This design comes from an exercise in tuning for small area, a short achievable clock period and few clock cycles on the open sky130 flow, not from production work. The RTL was checked by simulation tests, not by an equivalence proof against the original design.

==> design.v <==
module lfsr(d, n);
input  [8:0] d;
output [8:0] n;
assign n = {d[7:0], d[1] ^ d[2] ^ d[3] ^ d[7]};
endmodule
module beetle_left_antenna(nd1, nd2, q1, q2, ra, rb);
input [17:0] nd1, nd2;    
input q1, q2;
output [32:0] ra, rb;
wire hs0, hk0;
assign {hk0, hs0} = {1'b0, (~nd1[0] & ~nd1[6])} + {1'b0, (~nd1[1] & ~nd1[5])};
wire hs1, hk1;
assign {hk1, hs1} = {1'b0, (~nd1[0] & ~nd1[4])} + {1'b0, (~nd1[1] & ~nd1[3])};
wire s0, k0;
assign {k0, s0} = {1'b0, (~nd1[0] & ~nd1[5])} + {1'b0, (~nd1[1] & ~nd1[4])} + {1'b0, (~nd1[3] & nd1[2])};
wire s1, k1;
assign {k1, s1} = {1'b0, (~nd1[2] & ~nd1[4])} + {1'b0, (~nd1[3] & ~nd1[2])} + {1'b0, hs0};
wire [8:0] Alo = {1'b0, k0, hk1, hs1, (~nd1[0] & ~nd1[3]), (~nd1[0] & ~nd1[2]), (~nd1[1] & nd1[0]), 1'b0, ~nd1[0]} + {1'b0, s1, s0, (~nd1[2] & ~nd1[1]), (~nd1[2] & nd1[1]), (~nd1[1] & ~nd1[0]), 1'b0, 1'b0, 1'b0};
wire hs2, hk2;
assign {hk2, hs2} = {1'b0, (~nd2[0] & ~nd2[6])} + {1'b0, (~nd2[1] & ~nd2[5])};
wire hs3, hk3;
assign {hk3, hs3} = {1'b0, (~nd2[0] & ~nd2[4])} + {1'b0, (~nd2[1] & ~nd2[3])};
wire s2, k2;
assign {k2, s2} = {1'b0, (~nd2[0] & ~nd2[5])} + {1'b0, (~nd2[1] & ~nd2[4])} + {1'b0, (~nd2[3] & nd2[2])};
wire s3, k3;
assign {k3, s3} = {1'b0, (~nd2[2] & ~nd2[4])} + {1'b0, (~nd2[3] & ~nd2[2])} + {1'b0, hs2};
wire [8:0] Blo = {1'b0, k2, hk3, hs3, (~nd2[0] & ~nd2[3]), (~nd2[0] & ~nd2[2]), (~nd2[1] & nd2[0]), 1'b0, ~nd2[0]} + {1'b0, s3, s2, (~nd2[2] & ~nd2[1]), (~nd2[2] & nd2[1]), (~nd2[1] & ~nd2[0]), 1'b0, 1'b0, 1'b0};
wire hs4, hk4;
assign {hk4, hs4} = {1'b0, (~nd1[0] & ~nd1[7])} + {1'b0, (~nd1[1] & ~nd1[6])};
wire hs5, hk5;
assign {hk5, hs5} = {1'b0, (~nd1[0] & ~nd1[12])} + {1'b0, (~nd1[1] & ~nd1[11])};
wire s4, k4;
assign {k4, s4} = {1'b0, (~nd1[0] & ~nd1[13])} + {1'b0, (~nd1[1] & ~nd1[12])} + {1'b0, (~nd1[2] & ~nd1[11])};
wire s5, k5;
assign {k5, s5} = {1'b0, (~nd1[0] & ~nd1[14])} + {1'b0, (~nd1[1] & ~nd1[13])} + {1'b0, (~nd1[2] & ~nd1[12])};
wire s6, k6;
assign {k6, s6} = {1'b0, (~nd1[3] & ~nd1[11])} + {1'b0, (~nd1[4] & ~nd1[10])} + {1'b0, (~nd1[5] & ~nd1[9])};
wire s7, k7;
assign {k7, s7} = {1'b0, (~nd1[0] & ~nd1[15])} + {1'b0, (~nd1[1] & ~nd1[14])} + {1'b0, (~nd1[2] & ~nd1[13])};
wire s8, k8;
assign {k8, s8} = {1'b0, (~nd1[3] & ~nd1[12])} + {1'b0, (~nd1[4] & ~nd1[11])} + {1'b0, (~nd1[5] & ~nd1[10])};
wire hs6, hk6;
assign {hk6, hs6} = {1'b0, (~nd1[6] & ~nd1[9])} + {1'b0, (~nd1[8] & nd1[7])};
wire s9, k9;
assign {k9, s9} = {1'b0, (~nd1[0] & ~nd1[16])} + {1'b0, (~nd1[1] & ~nd1[15])} + {1'b0, (~nd1[2] & ~nd1[14])};
wire s10, k10;
assign {k10, s10} = {1'b0, (~nd1[3] & ~nd1[13])} + {1'b0, (~nd1[4] & ~nd1[12])} + {1'b0, (~nd1[5] & ~nd1[11])};
wire s11, k11;
assign {k11, s11} = {1'b0, (~nd1[6] & ~nd1[10])} + {1'b0, (~nd1[7] & ~nd1[9])} + {1'b0, (~nd1[8] & ~nd1[7])};
wire s12, k12;
assign {k12, s12} = {1'b0, (~nd2[0] & ~nd2[16])} + {1'b0, (~nd2[1] & ~nd2[15])} + {1'b0, (~nd2[2] & ~nd2[14])};
wire s13, k13;
assign {k13, s13} = {1'b0, (~nd1[1] & ~nd1[16])} + {1'b0, (~nd1[2] & ~nd1[15])} + {1'b0, (~nd1[3] & ~nd1[14])};
wire s14, k14;
assign {k14, s14} = {1'b0, (~nd1[4] & ~nd1[13])} + {1'b0, (~nd1[5] & ~nd1[12])} + {1'b0, (~nd1[6] & ~nd1[11])};
wire s15, k15;
assign {k15, s15} = {1'b0, (~nd1[7] & ~nd1[10])} + {1'b0, (~nd1[9] & nd1[8])} + {1'b0, (nd1[17] | nd1[0])};
wire s16, k16;
assign {k16, s16} = {1'b0, (~nd2[1] & ~nd2[16])} + {1'b0, (~nd2[2] & ~nd2[15])} + {1'b0, (~nd2[3] & ~nd2[14])};
wire hs7, hk7;
assign {hk7, hs7} = {1'b0, (~nd2[4] & ~nd2[13])} + {1'b0, (~nd2[5] & ~nd2[12])};
wire s17, k17;
assign {k17, s17} = {1'b0, 1'b1} + {1'b0, (~nd1[2] & ~nd1[16])} + {1'b0, (~nd1[3] & ~nd1[15])};
wire s18, k18;
assign {k18, s18} = {1'b0, (~nd1[4] & ~nd1[14])} + {1'b0, (~nd1[5] & ~nd1[13])} + {1'b0, (~nd1[6] & ~nd1[12])};
wire s19, k19;
assign {k19, s19} = {1'b0, (~nd1[7] & ~nd1[11])} + {1'b0, (~nd1[8] & ~nd1[10])} + {1'b0, (~nd1[9] & ~nd1[8])};
wire s20, k20;
assign {k20, s20} = {1'b0, (nd1[17] | nd1[1])} + {1'b0, (~nd2[2] & ~nd2[16])} + {1'b0, (~nd2[3] & ~nd2[15])};
wire s21, k21;
assign {k21, s21} = {1'b0, (~nd2[4] & ~nd2[14])} + {1'b0, (~nd2[5] & ~nd2[13])} + {1'b0, (~nd2[6] & ~nd2[12])};
wire hs8, hk8;
assign {hk8, hs8} = {1'b0, (~nd2[7] & ~nd2[11])} + {1'b0, (~nd2[8] & ~nd2[10])};
wire s22, k22;
assign {k22, s22} = {1'b0, (~nd1[3] & ~nd1[16])} + {1'b0, (~nd1[4] & ~nd1[15])} + {1'b0, (~nd1[5] & ~nd1[14])};
wire s23, k23;
assign {k23, s23} = {1'b0, (~nd1[6] & ~nd1[13])} + {1'b0, (~nd1[7] & ~nd1[12])} + {1'b0, (~nd1[8] & ~nd1[11])};
wire s24, k24;
assign {k24, s24} = {1'b0, (~nd1[10] & nd1[9])} + {1'b0, (nd1[17] | nd1[2])} + {1'b0, (~nd2[3] & ~nd2[16])};
wire s25, k25;
assign {k25, s25} = {1'b0, (~nd2[4] & ~nd2[15])} + {1'b0, (~nd2[5] & ~nd2[14])} + {1'b0, (~nd2[6] & ~nd2[13])};
wire hs9, hk9;
assign {hk9, hs9} = {1'b0, (~nd2[7] & ~nd2[12])} + {1'b0, (~nd2[8] & ~nd2[11])};
wire s26, k26;
assign {k26, s26} = {1'b0, (~nd1[4] & ~nd1[16])} + {1'b0, (~nd1[5] & ~nd1[15])} + {1'b0, (~nd1[6] & ~nd1[14])};
wire s27, k27;
assign {k27, s27} = {1'b0, (~nd1[7] & ~nd1[13])} + {1'b0, (~nd1[8] & ~nd1[12])} + {1'b0, (~nd1[9] & ~nd1[11])};
wire s28, k28;
assign {k28, s28} = {1'b0, (~nd1[10] & ~nd1[9])} + {1'b0, (nd1[17] | nd1[3])} + {1'b0, (~nd2[4] & ~nd2[16])};
wire s29, k29;
assign {k29, s29} = {1'b0, (~nd2[5] & ~nd2[15])} + {1'b0, (~nd2[6] & ~nd2[14])} + {1'b0, (~nd2[7] & ~nd2[13])};
wire s30, k30;
assign {k30, s30} = {1'b0, (~nd1[5] & ~nd1[16])} + {1'b0, (~nd1[6] & ~nd1[15])} + {1'b0, (~nd1[7] & ~nd1[14])};
wire s31, k31;
assign {k31, s31} = {1'b0, (~nd1[8] & ~nd1[13])} + {1'b0, (~nd1[9] & ~nd1[12])} + {1'b0, (~nd1[11] & nd1[10])};
wire hs10, hk10;
assign {hk10, hs10} = {1'b0, (nd1[17] | nd1[4])} + {1'b0, (~nd2[5] & ~nd2[16])};
wire s32, k32;
assign {k32, s32} = {1'b0, (~nd1[6] & ~nd1[16])} + {1'b0, (~nd1[7] & ~nd1[15])} + {1'b0, (~nd1[8] & ~nd1[14])};
wire s33, k33;
assign {k33, s33} = {1'b0, (~nd1[9] & ~nd1[13])} + {1'b0, (~nd1[10] & ~nd1[12])} + {1'b0, (~nd1[11] & ~nd1[10])};
wire hs11, hk11;
assign {hk11, hs11} = {1'b0, (~nd1[7] & ~nd1[16])} + {1'b0, (~nd1[8] & ~nd1[15])};
wire s34, k34;
assign {k34, s34} = {1'b0, (~nd1[2] & ~nd1[5])} + {1'b0, (~nd1[4] & nd1[3])} + {1'b0, (~nd2[0] & ~nd2[7])};
wire s35, k35;
assign {k35, s35} = {1'b0, (~nd2[1] & ~nd2[6])} + {1'b0, (~nd2[2] & ~nd2[5])} + {1'b0, (~nd2[4] & nd2[3])};
wire s36, k36;
assign {k36, s36} = {1'b0, (~nd1[0] & ~nd1[8])} + {1'b0, (~nd1[1] & ~nd1[7])} + {1'b0, (~nd1[2] & ~nd1[6])};
wire s37, k37;
assign {k37, s37} = {1'b0, (~nd1[3] & ~nd1[5])} + {1'b0, (~nd1[4] & ~nd1[3])} + {1'b0, (~nd2[0] & ~nd2[8])};
wire s38, k38;
assign {k38, s38} = {1'b0, (~nd1[0] & ~nd1[9])} + {1'b0, (~nd1[1] & ~nd1[8])} + {1'b0, (~nd1[2] & ~nd1[7])};
wire hs12, hk12;
assign {hk12, hs12} = {1'b0, (~nd1[3] & ~nd1[6])} + {1'b0, (~nd1[5] & nd1[4])};
wire s39, k39;
assign {k39, s39} = {1'b0, (~nd1[0] & ~nd1[10])} + {1'b0, (~nd1[1] & ~nd1[9])} + {1'b0, (~nd1[2] & ~nd1[8])};
wire s40, k40;
assign {k40, s40} = {1'b0, (~nd1[3] & ~nd1[7])} + {1'b0, (~nd1[4] & ~nd1[6])} + {1'b0, (~nd1[5] & ~nd1[4])};
wire hs13, hk13;
assign {hk13, hs13} = {1'b0, (~nd2[0] & ~nd2[10])} + {1'b0, (~nd2[1] & ~nd2[9])};
wire s41, k41;
assign {k41, s41} = {1'b0, (~nd1[0] & ~nd1[11])} + {1'b0, (~nd1[1] & ~nd1[10])} + {1'b0, (~nd1[2] & ~nd1[9])};
wire s42, k42;
assign {k42, s42} = {1'b0, (~nd1[3] & ~nd1[8])} + {1'b0, (~nd1[4] & ~nd1[7])} + {1'b0, (~nd1[6] & nd1[5])};
wire s43, k43;
assign {k43, s43} = {1'b0, (~nd2[0] & ~nd2[11])} + {1'b0, (~nd2[1] & ~nd2[10])} + {1'b0, (~nd2[2] & ~nd2[9])};
wire s44, k44;
assign {k44, s44} = {1'b0, (~nd1[2] & ~nd1[10])} + {1'b0, (~nd1[3] & ~nd1[9])} + {1'b0, (~nd1[4] & ~nd1[8])};
wire s45, k45;
assign {k45, s45} = {1'b0, (~nd1[5] & ~nd1[7])} + {1'b0, (~nd1[6] & ~nd1[5])} + {1'b0, (~nd2[0] & ~nd2[12])};
wire s46, k46;
assign {k46, s46} = {1'b0, (~nd2[1] & ~nd2[11])} + {1'b0, (~nd2[2] & ~nd2[10])} + {1'b0, (~nd2[3] & ~nd2[9])};
wire hs14, hk14;
assign {hk14, hs14} = {1'b0, (~nd2[4] & ~nd2[8])} + {1'b0, (~nd2[5] & ~nd2[7])};
wire s47, k47;
assign {k47, s47} = {1'b0, (~nd1[3] & ~nd1[10])} + {1'b0, (~nd1[4] & ~nd1[9])} + {1'b0, (~nd1[5] & ~nd1[8])};
wire s48, k48;
assign {k48, s48} = {1'b0, (~nd1[7] & nd1[6])} + {1'b0, (~nd2[0] & ~nd2[13])} + {1'b0, (~nd2[1] & ~nd2[12])};
wire s49, k49;
assign {k49, s49} = {1'b0, (~nd2[2] & ~nd2[11])} + {1'b0, (~nd2[3] & ~nd2[10])} + {1'b0, (~nd2[4] & ~nd2[9])};
wire s50, k50;
assign {k50, s50} = {1'b0, (~nd2[5] & ~nd2[8])} + {1'b0, (~nd2[7] & nd2[6])} + {1'b0, hk5};
wire s51, k51;
assign {k51, s51} = {1'b0, (~nd1[6] & ~nd1[8])} + {1'b0, (~nd1[7] & ~nd1[6])} + {1'b0, (~nd2[0] & ~nd2[14])};
wire s52, k52;
assign {k52, s52} = {1'b0, (~nd2[1] & ~nd2[13])} + {1'b0, (~nd2[2] & ~nd2[12])} + {1'b0, (~nd2[3] & ~nd2[11])};
wire s53, k53;
assign {k53, s53} = {1'b0, (~nd2[4] & ~nd2[10])} + {1'b0, (~nd2[5] & ~nd2[9])} + {1'b0, (~nd2[6] & ~nd2[8])};
wire s54, k54;
assign {k54, s54} = {1'b0, (~nd2[7] & ~nd2[6])} + {1'b0, k4} + {1'b0, s5};
wire s55, k55;
assign {k55, s55} = {1'b0, (~nd2[0] & ~nd2[15])} + {1'b0, (~nd2[1] & ~nd2[14])} + {1'b0, (~nd2[2] & ~nd2[13])};
wire s56, k56;
assign {k56, s56} = {1'b0, (~nd2[3] & ~nd2[12])} + {1'b0, (~nd2[4] & ~nd2[11])} + {1'b0, (~nd2[5] & ~nd2[10])};
wire s57, k57;
assign {k57, s57} = {1'b0, (~nd2[6] & ~nd2[9])} + {1'b0, (~nd2[8] & nd2[7])} + {1'b0, k5};
wire s58, k58;
assign {k58, s58} = {1'b0, k6} + {1'b0, s7} + {1'b0, s8};
wire s59, k59;
assign {k59, s59} = {1'b0, (~nd2[3] & ~nd2[13])} + {1'b0, (~nd2[4] & ~nd2[12])} + {1'b0, (~nd2[5] & ~nd2[11])};
wire s60, k60;
assign {k60, s60} = {1'b0, (~nd2[6] & ~nd2[10])} + {1'b0, (~nd2[7] & ~nd2[9])} + {1'b0, (~nd2[8] & ~nd2[7])};
wire s61, k61;
assign {k61, s61} = {1'b0, k7} + {1'b0, k8} + {1'b0, hk6};
wire s62, k62;
assign {k62, s62} = {1'b0, s9} + {1'b0, s10} + {1'b0, s11};
wire s63, k63;
assign {k63, s63} = {1'b0, (~nd2[6] & ~nd2[11])} + {1'b0, (~nd2[7] & ~nd2[10])} + {1'b0, (~nd2[9] & nd2[8])};
wire s64, k64;
assign {k64, s64} = {1'b0, (nd2[17] | nd2[0])} + {1'b0, k9} + {1'b0, k10};
wire s65, k65;
assign {k65, s65} = {1'b0, k11} + {1'b0, k12} + {1'b0, s13};
wire s66, k66;
assign {k66, s66} = {1'b0, s14} + {1'b0, s15} + {1'b0, s16};
wire s67, k67;
assign {k67, s67} = {1'b0, (~nd2[9] & ~nd2[8])} + {1'b0, (nd2[17] | nd2[1])} + {1'b0, k13};
wire s68, k68;
assign {k68, s68} = {1'b0, k14} + {1'b0, k15} + {1'b0, k16};
wire s69, k69;
assign {k69, s69} = {1'b0, hk7} + {1'b0, s17} + {1'b0, s18};
wire s70, k70;
assign {k70, s70} = {1'b0, s19} + {1'b0, s20} + {1'b0, s21};
wire s71, k71;
assign {k71, s71} = {1'b0, (~nd2[10] & nd2[9])} + {1'b0, (nd2[17] | nd2[2])} + {1'b0, k17};
wire s72, k72;
assign {k72, s72} = {1'b0, k18} + {1'b0, k19} + {1'b0, k20};
wire s73, k73;
assign {k73, s73} = {1'b0, k21} + {1'b0, hk8} + {1'b0, s22};
wire s74, k74;
assign {k74, s74} = {1'b0, s23} + {1'b0, s24} + {1'b0, s25};
wire s75, k75;
assign {k75, s75} = {1'b0, (~nd2[8] & ~nd2[12])} + {1'b0, (~nd2[9] & ~nd2[11])} + {1'b0, (~nd2[10] & ~nd2[9])};
wire s76, k76;
assign {k76, s76} = {1'b0, (nd2[17] | nd2[3])} + {1'b0, k22} + {1'b0, k23};
wire s77, k77;
assign {k77, s77} = {1'b0, k24} + {1'b0, k25} + {1'b0, hk9};
wire s78, k78;
assign {k78, s78} = {1'b0, s26} + {1'b0, s27} + {1'b0, s28};
wire s79, k79;
assign {k79, s79} = {1'b0, (~nd2[6] & ~nd2[15])} + {1'b0, (~nd2[7] & ~nd2[14])} + {1'b0, (~nd2[8] & ~nd2[13])};
wire s80, k80;
assign {k80, s80} = {1'b0, (~nd2[9] & ~nd2[12])} + {1'b0, (~nd2[11] & nd2[10])} + {1'b0, (nd2[17] | nd2[4])};
wire s81, k81;
assign {k81, s81} = {1'b0, k26} + {1'b0, k27} + {1'b0, k28};
wire s82, k82;
assign {k82, s82} = {1'b0, k29} + {1'b0, s30} + {1'b0, s31};
wire s83, k83;
assign {k83, s83} = {1'b0, (nd1[17] | nd1[5])} + {1'b0, (~nd2[6] & ~nd2[16])} + {1'b0, (~nd2[7] & ~nd2[15])};
wire s84, k84;
assign {k84, s84} = {1'b0, (~nd2[8] & ~nd2[14])} + {1'b0, (~nd2[9] & ~nd2[13])} + {1'b0, (~nd2[10] & ~nd2[12])};
wire s85, k85;
assign {k85, s85} = {1'b0, (~nd2[11] & ~nd2[10])} + {1'b0, (nd2[17] | nd2[5])} + {1'b0, k30};
wire s86, k86;
assign {k86, s86} = {1'b0, k31} + {1'b0, hk10} + {1'b0, s32};
wire s87, k87;
assign {k87, s87} = {1'b0, (~nd1[9] & ~nd1[14])} + {1'b0, (~nd1[10] & ~nd1[13])} + {1'b0, (~nd1[12] & nd1[11])};
wire s88, k88;
assign {k88, s88} = {1'b0, (nd1[17] | nd1[6])} + {1'b0, (~nd2[7] & ~nd2[16])} + {1'b0, (~nd2[8] & ~nd2[15])};
wire s89, k89;
assign {k89, s89} = {1'b0, (~nd2[9] & ~nd2[14])} + {1'b0, (~nd2[10] & ~nd2[13])} + {1'b0, (~nd2[12] & nd2[11])};
wire s90, k90;
assign {k90, s90} = {1'b0, (nd2[17] | nd2[6])} + {1'b0, k32} + {1'b0, k33};
wire s91, k91;
assign {k91, s91} = {1'b0, (~nd1[8] & ~nd1[16])} + {1'b0, (~nd1[9] & ~nd1[15])} + {1'b0, (~nd1[10] & ~nd1[14])};
wire s92, k92;
assign {k92, s92} = {1'b0, (~nd1[11] & ~nd1[13])} + {1'b0, (~nd1[12] & ~nd1[11])} + {1'b0, (nd1[17] | nd1[7])};
wire s93, k93;
assign {k93, s93} = {1'b0, (~nd2[8] & ~nd2[16])} + {1'b0, (~nd2[9] & ~nd2[15])} + {1'b0, (~nd2[10] & ~nd2[14])};
wire s94, k94;
assign {k94, s94} = {1'b0, (~nd2[11] & ~nd2[13])} + {1'b0, (~nd2[12] & ~nd2[11])} + {1'b0, (nd2[17] | nd2[7])};
wire s95, k95;
assign {k95, s95} = {1'b0, (~nd1[9] & ~nd1[16])} + {1'b0, (~nd1[10] & ~nd1[15])} + {1'b0, (~nd1[11] & ~nd1[14])};
wire s96, k96;
assign {k96, s96} = {1'b0, (~nd1[13] & nd1[12])} + {1'b0, (nd1[17] | nd1[8])} + {1'b0, (~nd2[9] & ~nd2[16])};
wire hs15, hk15;
assign {hk15, hs15} = {1'b0, (~nd2[10] & ~nd2[15])} + {1'b0, (~nd2[11] & ~nd2[14])};
wire s97, k97;
assign {k97, s97} = {1'b0, (~nd1[10] & ~nd1[16])} + {1'b0, (~nd1[11] & ~nd1[15])} + {1'b0, (~nd1[12] & ~nd1[14])};
wire s98, k98;
assign {k98, s98} = {1'b0, (~nd1[13] & ~nd1[12])} + {1'b0, (nd1[17] | nd1[9])} + {1'b0, (~nd2[10] & ~nd2[16])};
wire hs16, hk16;
assign {hk16, hs16} = {1'b0, (~nd1[11] & ~nd1[16])} + {1'b0, (~nd1[12] & ~nd1[15])};
wire s99, k99;
assign {k99, s99} = {1'b0, hk0} + {1'b0, hk2} + {1'b0, s34};
wire hs17, hk17;
assign {hk17, hs17} = {1'b0, s35} + {1'b0, hs4};
wire s100, k100;
assign {k100, s100} = {1'b0, (~nd2[1] & ~nd2[7])} + {1'b0, (~nd2[2] & ~nd2[6])} + {1'b0, (~nd2[3] & ~nd2[5])};
wire s101, k101;
assign {k101, s101} = {1'b0, (~nd2[4] & ~nd2[3])} + {1'b0, k34} + {1'b0, k35};
wire hs18, hk18;
assign {hk18, hs18} = {1'b0, hk4} + {1'b0, s36};
wire s102, k102;
assign {k102, s102} = {1'b0, (~nd2[0] & ~nd2[9])} + {1'b0, (~nd2[1] & ~nd2[8])} + {1'b0, (~nd2[2] & ~nd2[7])};
wire s103, k103;
assign {k103, s103} = {1'b0, (~nd2[3] & ~nd2[6])} + {1'b0, (~nd2[5] & nd2[4])} + {1'b0, k36};
wire s104, k104;
assign {k104, s104} = {1'b0, k37} + {1'b0, s38} + {1'b0, hs12};
wire s105, k105;
assign {k105, s105} = {1'b0, (~nd2[2] & ~nd2[8])} + {1'b0, (~nd2[3] & ~nd2[7])} + {1'b0, (~nd2[4] & ~nd2[6])};
wire s106, k106;
assign {k106, s106} = {1'b0, (~nd2[5] & ~nd2[4])} + {1'b0, k38} + {1'b0, hk12};
wire s107, k107;
assign {k107, s107} = {1'b0, s39} + {1'b0, s40} + {1'b0, hs13};
wire s108, k108;
assign {k108, s108} = {1'b0, (~nd2[3] & ~nd2[8])} + {1'b0, (~nd2[4] & ~nd2[7])} + {1'b0, (~nd2[6] & nd2[5])};
wire s109, k109;
assign {k109, s109} = {1'b0, k39} + {1'b0, k40} + {1'b0, hk13};
wire s110, k110;
assign {k110, s110} = {1'b0, s41} + {1'b0, s42} + {1'b0, s43};
wire s111, k111;
assign {k111, s111} = {1'b0, (~nd2[6] & ~nd2[5])} + {1'b0, k41} + {1'b0, k42};
wire s112, k112;
assign {k112, s112} = {1'b0, k43} + {1'b0, s44} + {1'b0, s45};
wire s113, k113;
assign {k113, s113} = {1'b0, s46} + {1'b0, hs14} + {1'b0, hs5};
wire s114, k114;
assign {k114, s114} = {1'b0, k44} + {1'b0, k45} + {1'b0, k46};
wire s115, k115;
assign {k115, s115} = {1'b0, hk14} + {1'b0, s47} + {1'b0, s48};
wire s116, k116;
assign {k116, s116} = {1'b0, s49} + {1'b0, s4} + {1'b0, s50};
wire s117, k117;
assign {k117, s117} = {1'b0, k47} + {1'b0, k48} + {1'b0, k49};
wire s118, k118;
assign {k118, s118} = {1'b0, s51} + {1'b0, s52} + {1'b0, s53};
wire s119, k119;
assign {k119, s119} = {1'b0, s6} + {1'b0, k50} + {1'b0, s54};
wire s120, k120;
assign {k120, s120} = {1'b0, k51} + {1'b0, k52} + {1'b0, k53};
wire s121, k121;
assign {k121, s121} = {1'b0, s55} + {1'b0, s56} + {1'b0, hs6};
wire s122, k122;
assign {k122, s122} = {1'b0, k54} + {1'b0, s57} + {1'b0, s58};
wire s123, k123;
assign {k123, s123} = {1'b0, k55} + {1'b0, k56} + {1'b0, s59};
wire s124, k124;
assign {k124, s124} = {1'b0, s60} + {1'b0, s12} + {1'b0, k57};
wire s125, k125;
assign {k125, s125} = {1'b0, k58} + {1'b0, s61} + {1'b0, s62};
wire s126, k126;
assign {k126, s126} = {1'b0, k59} + {1'b0, k60} + {1'b0, s63};
wire s127, k127;
assign {k127, s127} = {1'b0, hs7} + {1'b0, k61} + {1'b0, k62};
wire s128, k128;
assign {k128, s128} = {1'b0, s64} + {1'b0, s65} + {1'b0, s66};
wire s129, k129;
assign {k129, s129} = {1'b0, k63} + {1'b0, hs8} + {1'b0, k64};
wire s130, k130;
assign {k130, s130} = {1'b0, k65} + {1'b0, k66} + {1'b0, s67};
wire s131, k131;
assign {k131, s131} = {1'b0, s68} + {1'b0, s69} + {1'b0, s70};
wire s132, k132;
assign {k132, s132} = {1'b0, hs9} + {1'b0, k67} + {1'b0, k68};
wire s133, k133;
assign {k133, s133} = {1'b0, k69} + {1'b0, k70} + {1'b0, s71};
wire s134, k134;
assign {k134, s134} = {1'b0, s72} + {1'b0, s73} + {1'b0, s74};
wire s135, k135;
assign {k135, s135} = {1'b0, s75} + {1'b0, s29} + {1'b0, k71};
wire s136, k136;
assign {k136, s136} = {1'b0, k72} + {1'b0, k73} + {1'b0, k74};
wire s137, k137;
assign {k137, s137} = {1'b0, s76} + {1'b0, s77} + {1'b0, s78};
wire s138, k138;
assign {k138, s138} = {1'b0, k75} + {1'b0, s79} + {1'b0, s80};
wire s139, k139;
assign {k139, s139} = {1'b0, hs10} + {1'b0, k76} + {1'b0, k77};
wire s140, k140;
assign {k140, s140} = {1'b0, k78} + {1'b0, s81} + {1'b0, s82};
wire s141, k141;
assign {k141, s141} = {1'b0, k79} + {1'b0, k80} + {1'b0, s83};
wire s142, k142;
assign {k142, s142} = {1'b0, s84} + {1'b0, s33} + {1'b0, k81};
wire s143, k143;
assign {k143, s143} = {1'b0, k82} + {1'b0, s85} + {1'b0, s86};
wire s144, k144;
assign {k144, s144} = {1'b0, k83} + {1'b0, k84} + {1'b0, s87};
wire s145, k145;
assign {k145, s145} = {1'b0, s88} + {1'b0, s89} + {1'b0, hs11};
wire s146, k146;
assign {k146, s146} = {1'b0, k85} + {1'b0, k86} + {1'b0, s90};
wire s147, k147;
assign {k147, s147} = {1'b0, k87} + {1'b0, k88} + {1'b0, k89};
wire s148, k148;
assign {k148, s148} = {1'b0, hk11} + {1'b0, s91} + {1'b0, s92};
wire s149, k149;
assign {k149, s149} = {1'b0, s93} + {1'b0, s94} + {1'b0, k90};
wire s150, k150;
assign {k150, s150} = {1'b0, (~nd2[13] & nd2[12])} + {1'b0, (nd2[17] | nd2[8])} + {1'b0, k91};
wire s151, k151;
assign {k151, s151} = {1'b0, k92} + {1'b0, k93} + {1'b0, k94};
wire s152, k152;
assign {k152, s152} = {1'b0, s95} + {1'b0, s96} + {1'b0, hs15};
wire s153, k153;
assign {k153, s153} = {1'b0, (~nd2[11] & ~nd2[15])} + {1'b0, (~nd2[12] & ~nd2[14])} + {1'b0, (~nd2[13] & ~nd2[12])};
wire s154, k154;
assign {k154, s154} = {1'b0, (nd2[17] | nd2[9])} + {1'b0, k95} + {1'b0, k96};
wire s155, k155;
assign {k155, s155} = {1'b0, hk15} + {1'b0, s97} + {1'b0, s98};
wire s156, k156;
assign {k156, s156} = {1'b0, (~nd1[14] & nd1[13])} + {1'b0, (nd1[17] | nd1[10])} + {1'b0, (~nd2[11] & ~nd2[16])};
wire s157, k157;
assign {k157, s157} = {1'b0, (~nd2[12] & ~nd2[15])} + {1'b0, (~nd2[14] & nd2[13])} + {1'b0, (nd2[17] | nd2[10])};
wire s158, k158;
assign {k158, s158} = {1'b0, k97} + {1'b0, k98} + {1'b0, hs16};
wire s159, k159;
assign {k159, s159} = {1'b0, (~nd1[12] & ~nd1[16])} + {1'b0, (~nd1[13] & ~nd1[15])} + {1'b0, (~nd1[14] & ~nd1[13])};
wire s160, k160;
assign {k160, s160} = {1'b0, (nd1[17] | nd1[11])} + {1'b0, (~nd2[12] & ~nd2[16])} + {1'b0, (~nd2[13] & ~nd2[15])};
wire s161, k161;
assign {k161, s161} = {1'b0, (~nd2[14] & ~nd2[13])} + {1'b0, (nd2[17] | nd2[11])} + {1'b0, hk16};
wire s162, k162;
assign {k162, s162} = {1'b0, (~nd1[13] & ~nd1[16])} + {1'b0, (~nd1[15] & nd1[14])} + {1'b0, (nd1[17] | nd1[12])};
wire hs19, hk19;
assign {hk19, hs19} = {1'b0, (~nd2[13] & ~nd2[16])} + {1'b0, (~nd2[15] & nd2[14])};
wire s163, k163;
assign {k163, s163} = {1'b0, (~nd1[14] & ~nd1[16])} + {1'b0, (~nd1[15] & ~nd1[14])} + {1'b0, (nd1[17] | nd1[13])};
wire s164, k164;
assign {k164, s164} = {1'b0, k1} + {1'b0, k3} + {1'b0, s99};
wire s165, k165;
assign {k165, s165} = {1'b0, s100} + {1'b0, s37} + {1'b0, k99};
wire hs20, hk20;
assign {hk20, hs20} = {1'b0, hk17} + {1'b0, s101};
wire s166, k166;
assign {k166, s166} = {1'b0, k100} + {1'b0, s102} + {1'b0, k101};
wire s167, k167;
assign {k167, s167} = {1'b0, hk18} + {1'b0, s103} + {1'b0, s104};
wire s168, k168;
assign {k168, s168} = {1'b0, k102} + {1'b0, s105} + {1'b0, k103};
wire s169, k169;
assign {k169, s169} = {1'b0, k104} + {1'b0, s106} + {1'b0, s107};
wire s170, k170;
assign {k170, s170} = {1'b0, k105} + {1'b0, s108} + {1'b0, k106};
wire s171, k171;
assign {k171, s171} = {1'b0, k107} + {1'b0, s109} + {1'b0, s110};
wire s172, k172;
assign {k172, s172} = {1'b0, k108} + {1'b0, k109} + {1'b0, k110};
wire s173, k173;
assign {k173, s173} = {1'b0, s111} + {1'b0, s112} + {1'b0, s113};
wire s174, k174;
assign {k174, s174} = {1'b0, k111} + {1'b0, k112} + {1'b0, k113};
wire s175, k175;
assign {k175, s175} = {1'b0, s114} + {1'b0, s115} + {1'b0, s116};
wire s176, k176;
assign {k176, s176} = {1'b0, k114} + {1'b0, k115} + {1'b0, s117};
wire s177, k177;
assign {k177, s177} = {1'b0, s118} + {1'b0, k116} + {1'b0, s119};
wire s178, k178;
assign {k178, s178} = {1'b0, k117} + {1'b0, k118} + {1'b0, s120};
wire s179, k179;
assign {k179, s179} = {1'b0, s121} + {1'b0, k119} + {1'b0, s122};
wire s180, k180;
assign {k180, s180} = {1'b0, k120} + {1'b0, k121} + {1'b0, s123};
wire s181, k181;
assign {k181, s181} = {1'b0, s124} + {1'b0, k122} + {1'b0, s125};
wire s182, k182;
assign {k182, s182} = {1'b0, k123} + {1'b0, s126} + {1'b0, k124};
wire s183, k183;
assign {k183, s183} = {1'b0, s127} + {1'b0, k125} + {1'b0, s128};
wire s184, k184;
assign {k184, s184} = {1'b0, k126} + {1'b0, k127} + {1'b0, s129};
wire s185, k185;
assign {k185, s185} = {1'b0, s130} + {1'b0, k128} + {1'b0, s131};
wire s186, k186;
assign {k186, s186} = {1'b0, k129} + {1'b0, k130} + {1'b0, s132};
wire s187, k187;
assign {k187, s187} = {1'b0, s133} + {1'b0, k131} + {1'b0, s134};
wire s188, k188;
assign {k188, s188} = {1'b0, k132} + {1'b0, k133} + {1'b0, s135};
wire s189, k189;
assign {k189, s189} = {1'b0, s136} + {1'b0, k134} + {1'b0, s137};
wire s190, k190;
assign {k190, s190} = {1'b0, s138} + {1'b0, k135} + {1'b0, k136};
wire s191, k191;
assign {k191, s191} = {1'b0, s139} + {1'b0, k137} + {1'b0, s140};
wire s192, k192;
assign {k192, s192} = {1'b0, k138} + {1'b0, s141} + {1'b0, k139};
wire s193, k193;
assign {k193, s193} = {1'b0, s142} + {1'b0, k140} + {1'b0, s143};
wire s194, k194;
assign {k194, s194} = {1'b0, k141} + {1'b0, s144} + {1'b0, s145};
wire s195, k195;
assign {k195, s195} = {1'b0, k142} + {1'b0, s146} + {1'b0, k143};
wire s196, k196;
assign {k196, s196} = {1'b0, k144} + {1'b0, k145} + {1'b0, s147};
wire s197, k197;
assign {k197, s197} = {1'b0, s148} + {1'b0, k146} + {1'b0, s149};
wire s198, k198;
assign {k198, s198} = {1'b0, k147} + {1'b0, k148} + {1'b0, s150};
wire s199, k199;
assign {k199, s199} = {1'b0, s151} + {1'b0, s152} + {1'b0, k149};
wire s200, k200;
assign {k200, s200} = {1'b0, s153} + {1'b0, k150} + {1'b0, k151};
wire s201, k201;
assign {k201, s201} = {1'b0, k152} + {1'b0, s154} + {1'b0, s155};
wire s202, k202;
assign {k202, s202} = {1'b0, k153} + {1'b0, s156} + {1'b0, s157};
wire s203, k203;
assign {k203, s203} = {1'b0, k154} + {1'b0, k155} + {1'b0, s158};
wire s204, k204;
assign {k204, s204} = {1'b0, k156} + {1'b0, k157} + {1'b0, s159};
wire s205, k205;
assign {k205, s205} = {1'b0, s160} + {1'b0, k158} + {1'b0, s161};
wire s206, k206;
assign {k206, s206} = {1'b0, (nd2[17] | nd2[12])} + {1'b0, k159} + {1'b0, k160};
wire s207, k207;
assign {k207, s207} = {1'b0, s162} + {1'b0, hs19} + {1'b0, k161};
wire s208, k208;
assign {k208, s208} = {1'b0, (~nd2[14] & ~nd2[16])} + {1'b0, (~nd2[15] & ~nd2[14])} + {1'b0, (nd2[17] | nd2[13])};
wire s209, k209;
assign {k209, s209} = {1'b0, k162} + {1'b0, hk19} + {1'b0, s163};
wire s210, k210;
assign {k210, s210} = {1'b0, (~nd1[16] & nd1[15])} + {1'b0, (nd1[17] | nd1[14])} + {1'b0, (~nd2[16] & nd2[15])};
wire hs21, hk21;
assign {hk21, hs21} = {1'b0, (nd2[17] | nd2[14])} + {1'b0, k163};
wire s211, k211;
assign {k211, s211} = {1'b0, (~nd1[16] & ~nd1[15])} + {1'b0, (nd1[17] | nd1[15])} + {1'b0, (~nd2[16] & ~nd2[15])};
wire s212, k212;
assign {k212, s212} = {1'b0, (nd2[17] | nd2[15])} + {1'b0, (q1 & ~nd1[0])} + {1'b0, (q2 & ~nd2[0])};
wire s213, k213;
assign {k213, s213} = {1'b0, ~nd1[17]} + {1'b0, ~nd2[17]} + {1'b0, (nd1[17] | nd1[16])};
wire s214, k214;
assign {k214, s214} = {1'b0, (nd2[17] | nd2[16])} + {1'b0, (q1 & ~nd1[1])} + {1'b0, (q2 & ~nd2[1])};
wire hs22, hk22;
assign {hk22, hs22} = {1'b0, hs17} + {1'b0, s164};
wire s215, k215;
assign {k215, s215} = {1'b0, hs18} + {1'b0, s165} + {1'b0, hs20};
wire s216, k216;
assign {k216, s216} = {1'b0, k165} + {1'b0, hk20} + {1'b0, s166};
wire s217, k217;
assign {k217, s217} = {1'b0, k166} + {1'b0, s168} + {1'b0, k167};
wire s218, k218;
assign {k218, s218} = {1'b0, k168} + {1'b0, s170} + {1'b0, k169};
wire s219, k219;
assign {k219, s219} = {1'b0, k170} + {1'b0, s172} + {1'b0, k171};
wire s220, k220;
assign {k220, s220} = {1'b0, k172} + {1'b0, s174} + {1'b0, k173};
wire s221, k221;
assign {k221, s221} = {1'b0, k174} + {1'b0, s176} + {1'b0, k175};
wire s222, k222;
assign {k222, s222} = {1'b0, k176} + {1'b0, s178} + {1'b0, k177};
wire s223, k223;
assign {k223, s223} = {1'b0, k178} + {1'b0, s180} + {1'b0, k179};
wire s224, k224;
assign {k224, s224} = {1'b0, k180} + {1'b0, s182} + {1'b0, k181};
wire s225, k225;
assign {k225, s225} = {1'b0, k182} + {1'b0, s184} + {1'b0, k183};
wire s226, k226;
assign {k226, s226} = {1'b0, k184} + {1'b0, s186} + {1'b0, k185};
wire s227, k227;
assign {k227, s227} = {1'b0, k186} + {1'b0, s188} + {1'b0, k187};
wire s228, k228;
assign {k228, s228} = {1'b0, k188} + {1'b0, s190} + {1'b0, k189};
wire s229, k229;
assign {k229, s229} = {1'b0, k190} + {1'b0, s192} + {1'b0, k191};
wire s230, k230;
assign {k230, s230} = {1'b0, s194} + {1'b0, k192} + {1'b0, k193};
wire s231, k231;
assign {k231, s231} = {1'b0, s196} + {1'b0, k194} + {1'b0, k195};
wire s232, k232;
assign {k232, s232} = {1'b0, k196} + {1'b0, s198} + {1'b0, s199};
wire s233, k233;
assign {k233, s233} = {1'b0, k198} + {1'b0, s200} + {1'b0, s201};
wire s234, k234;
assign {k234, s234} = {1'b0, s202} + {1'b0, k200} + {1'b0, k201};
wire s235, k235;
assign {k235, s235} = {1'b0, k202} + {1'b0, s204} + {1'b0, s205};
wire s236, k236;
assign {k236, s236} = {1'b0, k204} + {1'b0, s206} + {1'b0, k205};
wire s237, k237;
assign {k237, s237} = {1'b0, s208} + {1'b0, k206} + {1'b0, s209};
wire s238, k238;
assign {k238, s238} = {1'b0, k208} + {1'b0, s210} + {1'b0, k209};
wire s239, k239;
assign {k239, s239} = {1'b0, k210} + {1'b0, s211} + {1'b0, s212};
wire s240, k240;
assign {k240, s240} = {1'b0, k211} + {1'b0, s213} + {1'b0, k212};
wire s241, k241;
assign {k241, s241} = {1'b0, (q1 & ~nd1[2])} + {1'b0, (q2 & ~nd2[2])} + {1'b0, k213};
wire hs23, hk23;
assign {hk23, hs23} = {1'b0, 1'b1} + {1'b0, (q1 & ~nd1[3])};
wire hs24, hk24;
assign {hk24, hs24} = {1'b0, 1'b1} + {1'b0, (q1 & ~nd1[4])};
wire hs25, hk25;
assign {hk25, hs25} = {1'b0, 1'b1} + {1'b0, (q1 & ~nd1[5])};
wire hs26, hk26;
assign {hk26, hs26} = {1'b0, 1'b1} + {1'b0, (q1 & ~nd1[6])};
wire hs27, hk27;
assign {hk27, hs27} = {1'b0, Alo[8]} + {1'b0, Blo[8]};
wire s242, k242;
assign {k242, s242} = {1'b0, k164} + {1'b0, hk22} + {1'b0, s215};
wire s243, k243;
assign {k243, s243} = {1'b0, s167} + {1'b0, k215} + {1'b0, s216};
wire s244, k244;
assign {k244, s244} = {1'b0, s169} + {1'b0, k216} + {1'b0, s217};
wire s245, k245;
assign {k245, s245} = {1'b0, s171} + {1'b0, k217} + {1'b0, s218};
wire s246, k246;
assign {k246, s246} = {1'b0, s173} + {1'b0, k218} + {1'b0, s219};
wire s247, k247;
assign {k247, s247} = {1'b0, k219} + {1'b0, s175} + {1'b0, s220};
wire s248, k248;
assign {k248, s248} = {1'b0, k220} + {1'b0, s177} + {1'b0, s221};
wire s249, k249;
assign {k249, s249} = {1'b0, s179} + {1'b0, k221} + {1'b0, s222};
wire s250, k250;
assign {k250, s250} = {1'b0, s181} + {1'b0, k222} + {1'b0, s223};
wire s251, k251;
assign {k251, s251} = {1'b0, s183} + {1'b0, k223} + {1'b0, s224};
wire s252, k252;
assign {k252, s252} = {1'b0, s185} + {1'b0, k224} + {1'b0, s225};
wire s253, k253;
assign {k253, s253} = {1'b0, s187} + {1'b0, k225} + {1'b0, s226};
wire s254, k254;
assign {k254, s254} = {1'b0, s189} + {1'b0, k226} + {1'b0, s227};
wire s255, k255;
assign {k255, s255} = {1'b0, s191} + {1'b0, k227} + {1'b0, s228};
wire s256, k256;
assign {k256, s256} = {1'b0, s193} + {1'b0, k228} + {1'b0, s229};
wire s257, k257;
assign {k257, s257} = {1'b0, s195} + {1'b0, k229} + {1'b0, s230};
wire s258, k258;
assign {k258, s258} = {1'b0, s197} + {1'b0, k230} + {1'b0, s231};
wire s259, k259;
assign {k259, s259} = {1'b0, k197} + {1'b0, k231} + {1'b0, s232};
wire s260, k260;
assign {k260, s260} = {1'b0, k199} + {1'b0, s233} + {1'b0, k232};
wire s261, k261;
assign {k261, s261} = {1'b0, s203} + {1'b0, k233} + {1'b0, s234};
wire s262, k262;
assign {k262, s262} = {1'b0, k203} + {1'b0, k234} + {1'b0, s235};
wire s263, k263;
assign {k263, s263} = {1'b0, s207} + {1'b0, s236} + {1'b0, k235};
wire s264, k264;
assign {k264, s264} = {1'b0, k207} + {1'b0, s237} + {1'b0, k236};
wire s265, k265;
assign {k265, s265} = {1'b0, hs21} + {1'b0, s238} + {1'b0, k237};
wire s266, k266;
assign {k266, s266} = {1'b0, hk21} + {1'b0, s239} + {1'b0, k238};
wire s267, k267;
assign {k267, s267} = {1'b0, s214} + {1'b0, k239} + {1'b0, s240};
wire s268, k268;
assign {k268, s268} = {1'b0, k214} + {1'b0, s241} + {1'b0, k240};
wire s269, k269;
assign {k269, s269} = {1'b0, (q2 & ~nd2[3])} + {1'b0, hs23} + {1'b0, k241};
wire s270, k270;
assign {k270, s270} = {1'b0, (q2 & ~nd2[4])} + {1'b0, hk23} + {1'b0, hs24};
wire s271, k271;
assign {k271, s271} = {1'b0, (q2 & ~nd2[5])} + {1'b0, hk24} + {1'b0, hs25};
wire s272, k272;
assign {k272, s272} = {1'b0, (q2 & ~nd2[6])} + {1'b0, hk25} + {1'b0, hs26};
wire hs28, hk28;
assign {hk28, hs28} = {1'b0, 1'b1} + {1'b0, hk26};
assign ra = {k272, k271, k270, k269, k268, k267, k266, k265, k264, k263, k262, k261, k260, k259, k258, k257, k256, k255, k254, k253, k252, k251, k250, k249, k248, k247, k246, k245, k244, k243, k242, hk27, hs27};
assign rb = {hs28, s272, s271, s270, s269, s268, s267, s266, s265, s264, s263, s262, s261, s260, s259, s258, s257, s256, s255, s254, s253, s252, s251, s250, s249, s248, s247, s246, s245, s244, s243, s242, hs22};
endmodule
module beetle_compare(al, bl, ar, br, gt);
input [32:0] al, bl, ar, br;
output gt;
wire [31:0] a = {~al[31], al[30:0]};
wire [31:0] b = bl[31:0];
wire [31:0] c = ~{~ar[31], ar[30:0]};
wire [31:0] e = ~br[31:0];
wire [32:0] tl = {1'b0, a} + {1'b0, b};
wire [32:0] tr = {1'b0, ~c} + {1'b0, br[31:0]};
wire [31:0] x1 = a ^ b;
wire [31:0] x2 = c ^ e;
wire [31:0] x = x1 ^ x2;
wire [31:0] co;
wire [31:0] ci = {co[30:0], 1'b1};
genvar i;
generate for (i = 0; i < 32; i = i + 1) begin : cmp4
  assign co[i] = x1[i] ? c[i] : a[i];
end endgenerate
wire [31:0] xs = x ^ ci;
wire [31:0] xk = {x[30:0] & ci[30:0] | ~x[30:0] & e[30:0], 1'b0};
wire k31 = x[31] ? ci[31] : e[31];
wire [32:0] ts = {1'b0, xs} + {1'b0, xk};
assign gt = ~(ts[32] ^ k31 ^ co[31] ^ tl[32] ^ tr[32]);
endmodule
module beetle_right_antenna(dir, sense, s3, step);
input  [8:0]  dir;
input  [12:0] sense;
input  [14:0] s3;
output [13:0] step;
wire [15:0] s1 = {3'b000, sense};
wire [15:0] s2 = {2'b00, sense, 1'b0};
wire [15:0] t3 = {1'b0, s3};
wire [15:0] s4 = {1'b0, sense, 2'b00};
wire [3:0] g0 = {dir[2:0], 1'b0};
wire [3:0] g1 = dir[5:2];
wire [3:0] g2 = dir[8:5];
wire [15:0] r0, r1, r2;
wire n0, n1, n2;
beetle_booth_row b0(g0, s1, s2, t3, s4, r0, n0);
beetle_booth_row b1(g1, s1, s2, t3, s4, r1, n1);
beetle_booth_row b2(g2, s1, s2, t3, s4, r2, n2);
wire [21:0] p = {{6{n0}}, r0} + {{3{n1}}, r1, 3'd0} + {r2, 6'd0}
              + {15'd0, n2, 2'b00, n1, 2'b00, n0};
assign step = p[21:8];
endmodule
module beetle_booth_row(g, s1, s2, s3, s4, r, n);
input  [3:0]  g;
input  [15:0] s1, s2, s3, s4;
output [15:0] r;
output n;
wire [2:0] a = g[3] ? ~g[2:0] : g[2:0];
wire m1 = ~a[2] & (a[1] ^ a[0]);
wire m2 = ~a[2] & a[1] & a[0] | a[2] & ~a[1] & ~a[0];
wire m3 = a[2] & (a[1] ^ a[0]);
wire m4 = a[2] & a[1] & a[0];
wire [15:0] mag = {16{m1}} & s1 | {16{m2}} & s2 | {16{m3}} & s3 | {16{m4}} & s4;
assign r = g[3] ? ~mag : mag;
assign n = g[3];
endmodule
module beetle_position(mx, my, nx, ny, d1, d2, q1, q2);
parameter NB = 0;
input  [15:0] mx, my;
input  signed [13:0] nx, ny;
output [17:0] d1, d2;
output q1, q2;
wire [15:0] fx = {{2{nx[13]}}, nx};
wire [15:0] fy = {{2{ny[13]}}, ny};
wire [15:0] ax = NB ? mx - fx : mx + fx;
wire [15:0] ay = NB ? my - fy : my + fy;
assign d1 = 18'd1791 - {2'b00, ax} - {ay[15], ay, 1'b0};
assign d2 = 18'd1279 - {ax[15], ax, 1'b0} - {2'b00, ay};
assign q1 = ay[15];
assign q2 = ax[15];
endmodule
module bas(clock,reset,load, seed_x,seed_y,iterations,x,y,x_extreme,y_extreme,out_value,done );
    input clock,reset,load;
    input [8:0] seed_x,seed_y;
    input [8:0] iterations;
    input [15:0] x,y;
    output signed [15:0] x_extreme,y_extreme;
    output signed [39:0] out_value;
    output reg done;
    reg [15:0] x_curr, y_curr;           
    reg signed [13:0] step_x, step_y;    
    reg signed [13:0] step_nx, step_ny;  
    reg [17:0] dl1, dl2, dr1, dr2;       
    reg ql1, ql2, qr1, qr2;              
    reg [32:0] value_curr;               
    reg [8:0] dir_x, dir_y;              
    reg [12:0] sense;                    
    reg [8:0] remain;
    reg run;
    reg first;                           
    reg [15:0] x_best, y_best;
    reg [32:0] value_best;
    reg value_init;                      
    wire [32:0] al, bl, ar, br;
    beetle_left_antenna ol(dl1, dl2, ql1, ql2, al, bl);
    beetle_left_antenna or_(dr1, dr2, qr1, qr2, ar, br);
    wire go_right;
    beetle_compare cmp(al, bl, ar, br, go_right);
    wire [32:0] odour_l = al + bl;
    wire [32:0] odour_r = ar + br;
    wire [15:0] x_l = x_curr + {{2{step_x[13]}}, step_x};
    wire [15:0] y_l = y_curr + {{2{step_y[13]}}, step_y};
    wire [15:0] x_r = x_curr - {{2{step_x[13]}}, step_x};
    wire [15:0] y_r = y_curr - {{2{step_y[13]}}, step_y};
    wire [17:0] ell1, ell2, elr1, elr2, erl1, erl2, err1, err2;
    wire qll1, qll2, qlr1, qlr2, qrl1, qrl2, qrr1, qrr2;
    wire signed [13:0] first_x = {{5{dir_x[8]}}, dir_x} + {{2{dir_x[8]}}, dir_x, 3'b000} + {dir_x[8], dir_x, 4'b0000};
    wire signed [13:0] first_y = {{5{dir_y[8]}}, dir_y} + {{2{dir_y[8]}}, dir_y, 3'b000} + {dir_y[8], dir_y, 4'b0000};
    wire signed [13:0] next_x = first ? first_x : step_nx;
    wire signed [13:0] next_y = first ? first_y : step_ny;
    beetle_position #(0) pll(x_l, y_l, next_x, next_y, ell1, ell2, qll1, qll2);
    beetle_position #(1) plr(x_l, y_l, next_x, next_y, elr1, elr2, qlr1, qlr2);
    beetle_position #(0) prl(x_r, y_r, next_x, next_y, erl1, erl2, qrl1, qrl2);
    beetle_position #(1) prr(x_r, y_r, next_x, next_y, err1, err2, qrr1, qrr2);
    wire signed [13:0] mul_x, mul_y;
    wire [14:0] sense3 = {2'b00, sense} + {1'b0, sense, 1'b0};
    wire [8:0] dir_x_n, dir_y_n;
    lfsr lx(dir_x, dir_x_n);
    lfsr ly(dir_y, dir_y_n);
    beetle_right_antenna mulx(dir_x_n, sense, sense3, mul_x);
    beetle_right_antenna muly(dir_y_n, sense, sense3, mul_y);
    assign x_extreme = x_best;
    assign y_extreme = y_best;
    assign out_value = {4'b0, {3{value_init}}, value_best};
    always @(posedge clock) begin
        if (reset) begin
            x_curr <= x;
            y_curr <= y;
            dl1 <= 18'd0;
            dl2 <= 18'd0;
            dr1 <= 18'd0;
            dr2 <= 18'd0;
            ql1 <= 1'b0;
            ql2 <= 1'b0;
            qr1 <= 1'b0;
            qr2 <= 1'b0;
            step_x <= 14'd0;
            step_y <= 14'd0;
            step_nx <= 14'd0;
            step_ny <= 14'd0;
            dir_x <= 9'd0;
            dir_y <= 9'd0;
        end else begin
            if (go_right) begin
                x_curr <= x_r;
                y_curr <= y_r;
                dl1 <= erl1;
                dl2 <= erl2;
                dr1 <= err1;
                dr2 <= err2;
                ql1 <= qrl1;
                ql2 <= qrl2;
                qr1 <= qrr1;
                qr2 <= qrr2;
            end else begin
                x_curr <= x_l;
                y_curr <= y_l;
                dl1 <= ell1;
                dl2 <= ell2;
                dr1 <= elr1;
                dr2 <= elr2;
                ql1 <= qll1;
                ql2 <= qll2;
                qr1 <= qlr1;
                qr2 <= qlr2;
            end
            step_x <= next_x;
            step_y <= next_y;
            step_nx <= mul_x;
            step_ny <= mul_y;
            if (load) begin
                dir_x <= seed_x;
                dir_y <= seed_y;
            end else begin
                dir_x <= dir_x_n;
                dir_y <= dir_y_n;
            end
        end
        value_curr <= go_right ? odour_r : odour_l;
        if (reset)
            sense <= 13'd6400;
        else
            sense <= sense - {8'd0, sense[12:8]} - {12'd0, sense[7:0] != 8'd0};
        if (reset) begin
            run <= 1'b0;
            done <= 1'b0;
            first <= 1'b0;
            x_best <= 16'd0;
            y_best <= 16'd0;
            value_best <= {33{1'b1}};
            value_init <= 1'b1;
        end else if (load) begin
            remain <= iterations;
            first <= 1'b1;
            run <= iterations != 9'd0;
            done <= iterations == 9'd0;
        end else if (run) begin
            remain <= remain - 9'd1;
            first <= 1'b0;
            if (remain == 9'd0) begin
                run <= 1'b0;
                done <= 1'b1;
            end
            if (!first && value_curr < value_best) begin
                x_best <= x_curr;
                y_best <= y_curr;
                value_best <= value_curr;
                value_init <= 1'b0;
            end
        end
    end
endmodule
==> flow/run.sh <==
#!/bin/bash
# The standard layout, with timing repair aiming for 21 ns of setup slack
# at the design's clock period (over-fixing, as SETUP_SLACK_MARGIN does),
# on the worst 20% of endpoints, and buf_4 cells as the port buffers.
set -euo pipefail
bash standard.sh SETUP_SLACK_MARGIN=21 TNS_END_PERCENT=20 "BUFFER_PORTS_ARGS=-buffer_cell sky130_fd_sc_hd__buf_4" finish > orfs_make.log 2>&1
==> standard.sh <==
#!/bin/bash
# synth_recipe.tcl (not shown) runs the flow's synth.tcl, then flattens the netlist and writes it again
# the make line also repeats each setting of config.mk as NAME=value (left out here)
make -C /OpenROAD-flow-scripts/flow DESIGN_CONFIG=/design/flow/config.mk WORK_HOME=/design/flow/orfs CLKGATE_MAP_FILE= SYNTH_SCRIPT=/design/flow/synth_recipe.tcl "${@:-finish}"
==> config.mk <==
export PLATFORM = sky130hd
export DESIGN_NAME = bas
export DESIGN_NICKNAME = bas
export VERILOG_FILES = /design/flow/design.v
export SDC_FILE = /design/flow/constraint.sdc
export NUM_CORES = 8
export LEC_CHECK = 0
export ABC_AREA = 1
export CAP_MARGIN = 20
export CORE_MARGIN = 2
export CORE_UTILIZATION = 45
export SLEW_MARGIN = 20
==> constraint.sdc <==
create_clock -name core_clock -period 27.0 [get_ports {clock}]
set_input_delay 5.4000 -clock core_clock [delete_from_list [all_inputs] [get_ports {clock}]]
set_output_delay 5.4000 -clock core_clock [all_outputs]
set_load 0.01 [all_outputs]
==> results of run 1 <==
==> cells in the mapped netlist, types with 13 or more instances <==
| cell | instances |
|---|---|
| a21boi_0 | 17 |
| a21o_1 | 27 |
| a21oi_1 | 609 |
| a221oi_1 | 29 |
| a31oi_1 | 28 |
| buf_2 | 38 |
| buf_4 | 15 |
| clkbuf_1 | 213 |
| clkinv_1 | 13 |
| dfxtp_1 | 295 |
| fa_1 | 585 |
| ha_1 | 709 |
| inv_1 | 1267 |
| nand2_1 | 1330 |
| nand2_2 | 16 |
| nand3_1 | 238 |
| nand4_1 | 44 |
| nor2_1 | 959 |
| nor3_1 | 65 |
| nor4_1 | 17 |
| o211ai_1 | 23 |
| o21a_1 | 20 |
| o21ai_0 | 443 |
| o21ai_1 | 33 |
| o21bai_1 | 27 |
| o221ai_1 | 16 |
| o22ai_1 | 61 |
| o31ai_1 | 17 |
| or2_2 | 19 |
| xnor2_1 | 122 |
| xor2_1 | 402 |
==> final cells by class <==
class	count	area, sq um	share of cell area (%)
clock buffer	53	1150	1.72
timing repair inverter	1	7.51	0.0112
clock inverter	20	215	0.320
inverter	1286	5120	7.62
tap	1637	2050	3.05
timing repair buffer	535	5410	8.05
multi-input combinational	5966	46800	69.7
sequential	304	6410	9.53
antenna	1	2.50	0.00372
==> what timing repair did <==
action	4_1_cts	5_1_grt
endpoints found under the setup margin	370	378
gates cloned	24	9
pin swaps	68	106
setup buffers	179	149
resized for setup	422	487
==> how the worst max path moves through the flow <==
| stage | startpoint | to | slack (ns) | cells past startpoint |
|---|---|---|---|---|
| final | dr2[7] | dr1[4] | 20.17 | 29 |
| after global placement | dl1[15] | dr2[7] | 18.31 | 27 |
| after global routing | dr1[12] | y_curr[7] | 20.00 | 33 |
| after detailed placement | dl1[15] | value_curr[10] | 18.13 | 26 |
| after floorplan | reset | remain[0] | 20.64 | 4 |
| after CTS | sense[3] | step_nx[12] | 20.20 | 37 |
==> flip-flops by register name, summed over array words and instances, names as in the netlist, 13 cells and up <==
register	flops
value_curr	33
value_best	33
step_nx	14
dr2	17
step_x	14
sense	13
x_curr	16
dl2	18
dr1	17
step_y	14
y_best	16
x_best	16
step_ny	14
y_curr	16
dl1	18
==> cell families (layout without fill, tap and decap cells) <==
logic type                 after synthesis  after routing  share of synthesized area [%]
xor gates and xnor gates               527            527                           8.21
DFF                                    304            304                           10.9
and+or+nand+nor                       2710           2714                           19.3
buffers and inverters                 1576           1895                           10.8
other                                    1              5                        0.00664
AOI/OAI and AO/OA                     1421           1421                           14.1
muxes                                    6              6                          0.124
adders and majority gates             1294           1294                           36.4
==> layer usage <==
metal / share of wire, % / vias up / wire, microns
met3: 7.8 / 570 / 16800
met4: 6.2 / 0 / 13400
met2: 45 / 2488 / 97000
met1: 41 / 26200 / 87800
met5: 0 / - / 0
li1: - / 25500 / -
==> metrics by stage <==
stage	utilization, %	worst slack, ns
CTS	51.5	20.20
floorplan	-	20.64
global route	54.1	20.00
finish	54.1	20.17
detailed placement	47.5	18.13
global placement	47.5	18.31
==> critical path: cells and delay by family (launching register included) <==
kind / cells / cell delay [ns]
flip-flops: 1 / 0.33
buffers and inverters: 6 / 1.01
adder cells (fa/ha/maj): 7 / 3.21
AO/OA/AOI/OAI: 3 / 0.60
AND/OR/NAND/NOR: 11 / 1.07
XOR/XNOR: 1 / 0.12
multiplexers: 1 / 0.35
==> reports/metrics.yaml, run 1 <==
layout:
  layout_common_cells: "nand2_1, inv_1, nor2_1"
  layout-drive-gt1-share_pct: 15.6
  layout.cells.non_filler: 9803
  final_common_cell: "nand2_1"
  num-fill-cells: 11900
  area_delta_synth_final_pct: 19.0
  stdcell_area_sq_um: 67200
  fin_nets: 9492
routing:
  drtPass1Iterations: 8
  avgViaCountPerCell: 5.58
  drtIter0Drc: 5379
  vias: 54700
  drc: 0
  wl_microns: 215000
  wl_per_cell_microns: 21.9
  ant_nets: 0
sta:
  fin_setup_tns_ns: 0
  finalSetupViolCount: 0
  rsz0062_at_grt: "true"
  timing.final.hold_violations: 0
  finClkSkew_ns: 0.0391
  slew_headroom_pct: 28.8
  whs_ns: 0.481
  fmax_mhz: 146
  finalMaxSlewViolations: 0
  fin_crit_ns: 6.83
  worst_pin_slew_ns: 1.06
  finalCritPeriodShare_pct: 25.3
yosys:
  avgSynthCellArea_sq_um: 7.21
  synth_top_area_share_pct: 20.7
  synth_area_sq_um: 56500
  ys_ff_latch: 304
  ys_warn_count: 1
  synthCells: 7839
  ys_seq_area_share_pct: 10.9
  yosysTopAreaCell: "fa_1"
  synth_cell_type_count: 70
  synth-edff-count: 9
  synth_area_leaders: "fa_1, ha_1, dfxtp_1, nand2_1, inv_1"
  synth_ff_type: "dfxtp_1"
  ys_async_sr_fraction_pct: 0
clocking:
  hold_buffers: 0
  root_buffer: "clkbuf_16"
  clk_pin_slew_ns: 0.06
  clock_sinks: 304
  clkLatencyLatePin_ns: 0.64
  h-tree-depth: 2
  clockBufferDepth: 3
  cts_tree: "yes"
  cts_buffers: 42
die:
  dieArea_sq_um: 128000
  fp.coreArea_sq_um: 124000
  die-width_microns: 358
  die_h_microns: 358
  initial_core_util_pct: 45.5
  rows: 129
  io_pins: 135
worst_setup_path:
  cp_max_fo: 13
  cp.required_ns: 27.53
  reg2reg_to: "dr1[4]"
  worstPathArrival_ns: 7.36
  reg2reg_from: "dr2[7]"
  critPathMaxStageDelay_ns: 0.68
  cp_slowest_cell: "fa_2"
  end_kind: "flop"
  critPathMostFrequentCell: "nand2_4"
  rr_worst_depth: 29
  path_class: "reg -> reg"
  reg2reg_slack_ns: 20.17
  start_kind: "flop"
placed_design:
  globalplace.congestion: 1.02
  numPortBuffers: 130
  dp.cells: 9368
  dp_hpwl_microns: 162000
  placed_cell_area_sq_um: 59000
worst_hold_path:
  hold_class: "reg -> reg"
  whs_path_depth: 2
  min_to: "value_best[4]"
  hold_path_startpoint: "value_curr[4]"
global_route:
  gr-max-usage-layer: "met2"
  grt_pass1_vias: 53700
  grt_max_degree: 99
  grt_use_met2_pct: 52.7
  grt_util_met1_pct: 41.9
  grt-ovfl-total: 0
  grtUsageMet3_pct: 4.48
  grt_pass1_wl_microns: 318000
  antenna_found_initial: 1
  grt_use_total_pct: 32.5
job:
  drv_cap: 0
run_status:
  status: "timing/DRC/antenna clean"
Testbench counts, summed over its fixed seeds: cycles 49,176.
==> inputs of run 2 (changes only) <==
==> flow/run.sh (replaced) <==
#!/bin/bash
# The standard layout, with timing repair aiming for 20 ns of setup slack
# at the design's clock period (over-fixing, as SETUP_SLACK_MARGIN does),
# on the worst 10% of endpoints, and sky130_fd_sc_hd__buf_4 cells as the port buffers.
set -euo pipefail
bash standard.sh SETUP_SLACK_MARGIN=20 TNS_END_PERCENT=10 "BUFFER_PORTS_ARGS=-buffer_cell sky130_fd_sc_hd__buf_4" finish > orfs_make.log 2>&1
==> run 2 against run 1 <==
Against the previous run: hold slack improved by 0.0083 ns; core utilization fell by 2.2 points; critical path type is now in -> reg; synthesized area did not move; cell count fell by 0.98%; critical endpoint is now value_best[4]; clock-buffer cell count fell by 1; largest cell class unchanged.
==> reports/metrics.yaml, run 2 <==
run_status:
  status: "timing/DRC/antenna clean"
worst_setup_path:
  critPathMaxStageDelay_ns: 0.45
  crit_chain: "buf_4, nor2_1, nand2_1, buf_4, inv_8, buf_6, a21oi_1, o21ai_0"
  cp_max_fo: 66
  path_depth: 8
  rr_worst_depth: 31
  end_kind: "flop"
  start_kind: "primary input"
  critPathMostFrequentCell: "buf_4"
  path_buf_inv: 4
  cp_top_family: "buffers and inverters"
  cp.required_ns: 27.54
  worstPathArrival_ns: 7.52
  cp_slowest_cell: "nor2_1"
  path_class: "in -> reg"
worst_hold_path:
  hold_class: "reg -> reg"
  whs_path_depth: 2
yosys:
  synth_common_cells: "nand2_1, inv_1, nor2_1"
  yosysMostFrequentCell: "nand2_1"
  synth_top_area_share_pct: 20.7
  ys_warn_count: 1
  synth-edff-count: 9
  synth_cell_type_count: 70
  synth_ff_type: "dfxtp_1"
  yosysTopAreaCell: "fa_1"
  ys_seq_area_share_pct: 10.9
  synth_area_leaders: "fa_1, ha_1, dfxtp_1, nand2_1, inv_1"
  avgSynthCellArea_sq_um: 7.21
  synth_area_sq_um: 56500
  synthCells: 7839
  ys_ff_latch: 304
  ys_async_sr_fraction_pct: 0
placed_design:
  numPortBuffers: 130
  dp_hpwl_microns: 165000
  globalplace.congestion: 0.985
  placed_cell_area_sq_um: 58700
  pre_cts_ws_ns: 18.09
sta:
  finClkSkew_ns: 0.0469
  finalSetupViolCount: 0
  setup_ws_ns: 20.02
  fin_setup_tns_ns: 0
  worst_pin_slew_ns: 1.12
  finalCritPeriodShare_pct: 25.9
  fmax_mhz: 143
  slew_headroom_pct: 25.4
  fin_crit_ns: 6.98
  timing.final.hold_violations: 0
  finalMaxSlewViolations: 0
  rsz0062_at_grt: "true"
die:
  rows: 129
  die-width_microns: 358
  dieArea_sq_um: 128000
  io_pins: 135
  die_h_microns: 358
  fp.coreArea_sq_um: 124000
  initial_core_util_pct: 45.5
global_route:
  grt_max_degree: 76
  grt_pass1_wl_microns: 316000
  antenna_found_initial: 1
  grt-ovfl-total: 0
  grt_pass1_vias: 52400
  grt_use_total_pct: 32.4
clocking:
  hold_buffers: 0
  root_buffer: "clkbuf_16"
  clkLatencyLatePin_ns: 0.64
  clk_pin_slew_ns: 0.06
  cts_tree: "yes"
  cts_buffers: 43
  clock_sinks: 304
  h-tree-depth: 2
  clockBufferDepth: 3
routing:
  avgViaCountPerCell: 5.52
  wl_microns: 213000
  vias: 53600
  drtIter0Drc: 5068
  drtPass1Iterations: 8
  wl_per_cell_microns: 21.9
  drc: 0
  ant_nets: 0
layout:
  layout-drive-gt1-share_pct: 11.6
  area_delta_synth_final_pct: 14.2
  fin_nets: 9392
  final_common_cell: "nand2_1"
  layout_common_cells: "nand2_1, inv_1, nor2_1"
  reg.largest.list: "value_best (33), value_curr (33)"
  stdcell_area_sq_um: 64500
job:
  drv_cap: 0
## run 2: cell counts after synthesis
Identical to the previous run, type by type.
## run 2: layout make-up
type	instances	area (sq um)
Clock inverter	24	310
Timing Repair Buffer	434	3950
Fill cell	12400	59600
Clock buffer	52	1170
Multi-Input combinational cell	5967	45600
Inverter	1286	5040
Tap cell	1637	2050
Sequential cell	304	6340
Antenna cell	3	7.51
## run 2: cell families after synthesis
kind of cell / share of synthesized area [%]
AND/OR/NAND/NOR: 19.3
buffers and inverters: 10.8
AO/OA/AOI/OAI: 14.1
adder cells (fa/ha/maj): 36.4
XOR/XNOR: 8.21
flip-flops: 10.9
multiplexers: 0.124
other: 0.00664
## run 2: worst paths after layout
| check | start | slack (ns) | endpoint |
|---|---|---|---|
| worst min-delay path | y_best[12] | 0.49 | y_best[12] |
| worst max-delay path | load | 20.02 | value_best[4] |
| worst min register to register | y_best[12] | 0.49 | y_best[12] |
| worst max register to register | dr2[16] | 20.07 | y_curr[12] |
## run 2: timing repair
action / CTS / global route
endpoints found under the hold margin: 0 / 0
setup endpoints to repair: 171 / 174
pin swaps: 25 / 100
buffers inserted: 124 / 113
cloned: 8 / 8
resized for setup: 285 / 265
## run 2: through the flow
step                hold WS [ns]  util, %  std cells
finish                     0.490     52.0       9707
global route               0.510     52.0       9704
CTS                        0.493     50.2       9583
detailed placement         0.478     47.3       9375
global placement           0.468     47.3       9375
floorplan                  0.444        -       7842
## run 2: layer usage
layer | track usage, % | up-vias | wire length [microns]
li1 | - | 25300 | -
met3 | 4.24 | 463 | 15500
met4 | 15.3 | 0 | 12100
met5 | 0 | - | 0
met1 | 42.5 | 25500 | 89600
met2 | 52.8 | 2210 | 95700
## run 2: worst register-to-register path, delay by kind of cell (launching register included)
family | cells | cell delay (ns)
fa+ha+maj | 7 | 3.12
simple gates | 13 | 1.49
buf+inv | 7 | 1.01
compound gates | 3 | 0.55
flops | 1 | 0.44
xor+xnor | 1 | 0.14

==> re-timing with driven ports <==
The flow's constraints put no driver on any port. The routed layouts listed below were extracted and timed again, unchanged, in two steps. Step 1, drivers: a clkbuf_16 drives clock and a buf_2 each remaining input, both assumed. Step 2 times the ports against the registers' clock, not the clock port: input delays grow and output delays shrink by t, the midpoint of the rising clock arrivals with the driver on. a / b / c = no drivers / after step 1 / after step 2; a / b = the first two.
run | t (ns) | setup WS [ns] | worst setup path after step 2 | worst register clock-pin slew, ns
run 1 | 0.697 | 20.167 / 20.167 / 19.730 | input to register | 0.06 / 0.06
run 2 | 0.698 | 20.020 / 20.074 / 19.381 | input to register | 0.07 / 0.07
After both steps every run listed still meets setup and hold. The setup slack of run 2, which loses most, moves by +0.054 ns with the drivers and by -0.639 ns with both steps.
